From an optimization exercise on the open Yosys and OpenROAD flow, aimed at small area, a short achievable clock period and few clock cycles; shortcuts taken in it are not production practice.
The RTL was checked by simulation tests, not by an equivalence proof against the original design.
Power and IR drop assume default switching activity.

Design risky, start of the top module:
module risky(
  input  wire        clk,
  input  wire        rst_n,
  output wire [29:0] imem_addr,
  input  wire [31:0] imem_rdata,
  output wire [29:0] dmem_addr,
  output wire [31:0] dmem_wdata,
  output wire [3:0]  dmem_wstrb,
  input  wire [31:0] dmem_rdata
);
  reg  [29:0] fa;        
  reg  [29:0] pc_i;      
  reg         v_i;       
  reg  [31:0] ir;        
  reg  [29:0] pc_d;      
  reg         v_d;       
  assign imem_addr = fa;
  wire [31:0] ins = ir;
  wire [6:0]  opc = ins[6:0];
  wire [2:0]  f3  = ins[14:12];
  wire [4:0]  rs1 = ins[19:15];
  wire [4:0]  rs2 = ins[24:20];
  wire [4:0]  rd  = ins[11:7];
  wire op_lui   = (opc == 7'b0110111);
  wire op_auipc = (opc == 7'b0010111);
  wire op_jal   = (opc == 7'b1101111);
  wire op_jalr  = (opc == 7'b1100111);
  wire op_br    = (opc == 7'b1100011);
  wire op_ld    = (opc == 7'b0000011);
  wire op_st    = (opc == 7'b0100011);
  wire op_imm   = (opc == 7'b0010011);
  wire op_reg   = (opc == 7'b0110011);
  wire use1 = op_jalr | op_br | op_ld | op_st | op_imm | op_reg;
  wire use2 = op_br | op_st | op_reg;
  wire wr   = (op_lui | op_auipc | op_jal | op_jalr | op_ld | op_imm | op_reg) & (rd != 5'd0);
  wire [31:0] imm_i = {{20{ins[31]}}, ins[31:20]};
  wire [31:0] imm_s = {{20{ins[31]}}, ins[31:25], ins[11:7]};
  wire [31:0] imm_b = {{19{ins[31]}}, ins[31], ins[7], ins[30:25], ins[11:8], 1'b0};
  wire [31:0] imm_u = {ins[31:12], 12'd0};
  wire [31:0] imm_j = {{11{ins[31]}}, ins[31], ins[19:12], ins[20], ins[30:21], 1'b0};
  wire [31:0] imm_t = !opc[2] ? imm_b : imm_u;
  wire [29:0] dsum  = pc_d + imm_t[31:2];
  reg         pred;                
  reg  [1023:32] rf;              
  reg  [31:1] rv;                  
  reg  [4:0]  rd_w;                
  wire [31:0] wd_w;
  ...
export LEC_CHECK = 0
export CAP_MARGIN = 20
export CORE_MARGIN = 2
export CORE_UTILIZATION = 38
export CTS_CLUSTER_DIAMETER = 80
export CTS_CLUSTER_SIZE = 24
export PLACE_DENSITY = 0.5
export SETUP_SLACK_MARGIN = 5
export SLEW_MARGIN = 20
create_clock -name core_clock -period 10.0 [get_ports {clk}]
standard.sh (not shown) runs the stock make flow with config.mk's settings and CLKGATE_MAP_FILE= SYNTH_SCRIPT=/design/flow/synth_recipe.tcl, a recipe that flattens the netlist after the stock synthesis.
==> flow/flow/run.sh <==
#!/bin/bash
bash standard.sh "BUFFER_PORTS_ARGS=-buffer_cell sky130_fd_sc_hd__buf_4" SETUP_SLACK_MARGIN=5.9 finish > standard.log 2>&1
Testbench counts at the start, summed over its fixed seeds: cycles 417,215.
==> next run, changes <==
==> flow/flow/run.sh (replaced) <==
#!/bin/bash
bash standard.sh "BUFFER_PORTS_ARGS=-buffer_cell sky130_fd_sc_hd__buf_4" SETUP_SLACK_MARGIN=6.2 finish > standard.log 2>&1
What happened: Routed wire length decreases slightly; maximum frequency decreases by a few percent; cell count stays flat; global-route usage decreases by 0.27 points; total power decreases slightly; hold slack is about the same; clock-buffer cell count decreases by 5.

* * *

Setup of 02-25:
risky, a different RTL version from the one above (not shown whole).
For scale: ~1400 flip-flops, roughly 160 I/O pins.
==> flow/config.mk <==
export PLATFORM = sky130hd
export DESIGN_NAME = risky
export DESIGN_NICKNAME = risky
export VERILOG_FILES = /design/flow/design.v
export SDC_FILE = /design/flow/constraint.sdc
export NUM_CORES = 4
export LEC_CHECK = 0
export CAP_MARGIN = 20
export CORE_MARGIN = 2
export CORE_UTILIZATION = 42
export CTS_CLUSTER_DIAMETER = 80
export CTS_CLUSTER_SIZE = 24
export PLACE_DENSITY = 0.56
export SETUP_SLACK_MARGIN = 5
export SLEW_MARGIN = 20
==> flow/constraint.sdc <==
create_clock -name core_clock -period 10.0 [get_ports {clk}]
set_input_delay 2.0000 -clock core_clock [delete_from_list [all_inputs] [get_ports {clk}]]
set_output_delay 2.0000 -clock core_clock [all_outputs]
set_load 0.01 [all_outputs]
==> flow/flow/run.sh <==
#!/bin/bash
bash standard.sh "BUFFER_PORTS_ARGS=-buffer_cell sky130_fd_sc_hd__buf_4" SETUP_SLACK_MARGIN=6.0 finish > standard.log 2>&1
The flow for 02-25 finished, though final verification flagged capacitance limit, slew limit.
Testbench counts of 02-25, summed over its fixed seeds: cycles 417,215.
Modified inputs, 05-05 compared to 02-25
- PLACE_DENSITY now 0.5, was 0.56
- CORE_UTILIZATION now 38, was 42
Notes after the runs:
05-05: all stages complete, timing, DRC and antenna checks passed
Between 02-25 and 05-05, the first-pass GRT wire length is lower for 02-25.
The most used routing layer in global routing comes out met1 in one run and met2 in the other, namely in 05-05 and 02-25 respectively.
05-05 -> 02-25: port buffer count delta 0, exact match
Per the comparison of 05-05 with 02-25, worst-path maximum fanout increased 3; non-clock buffer count increased 64; routed wire length increased about 2.8%; sequential power essentially unchanged.
Placed instance area, 02-25 and 05-05, lower one = 02-25.

[separate check: timing with driven ports]
No port has a modelled driver above. Below, the same layouts with a new extraction and two added sets of constraints. Step 1: set_driving_cell puts a clkbuf_16 on clk and a buf_2 on each other input, an assumption about the parent block. Step 2 also shifts input and output timing later by t, the mid clock arrival at the registers, as if the neighbouring blocks saw the same clock. a / b / c = ideal ports / drivers / drivers and shift; a / b = the first two.
| run | shift t [ns] | setup slack, ns | slew at the worst register clock pin (ns) | worst data-port slew with drivers (ns) | pins driven straight from the clock port |
|---|---|---|---|---|---|
| the first run of note 1 | 0.861 | 5.716 / 5.716 / 5.027 | 0.11 / 0.11 | 0.13 | 1 |
| the second run of note 1 | 0.869 | 5.618 / 5.618 / 4.923 | 0.10 / 0.10 | 0.06 | 1 |
| 02-25 | 0.840 | 5.597 / 5.597 / 4.834 | 0.10 / 0.10 | 0.08 | 1 |
| 05-05 | 0.860 | 5.819 / 5.819 / 5.120 | 0.10 / 0.10 | 0.08 | 1 |
For 02-25, which loses most, drivers alone change the setup slack by 0.000 ns; drivers and shift together by -0.763 ns.
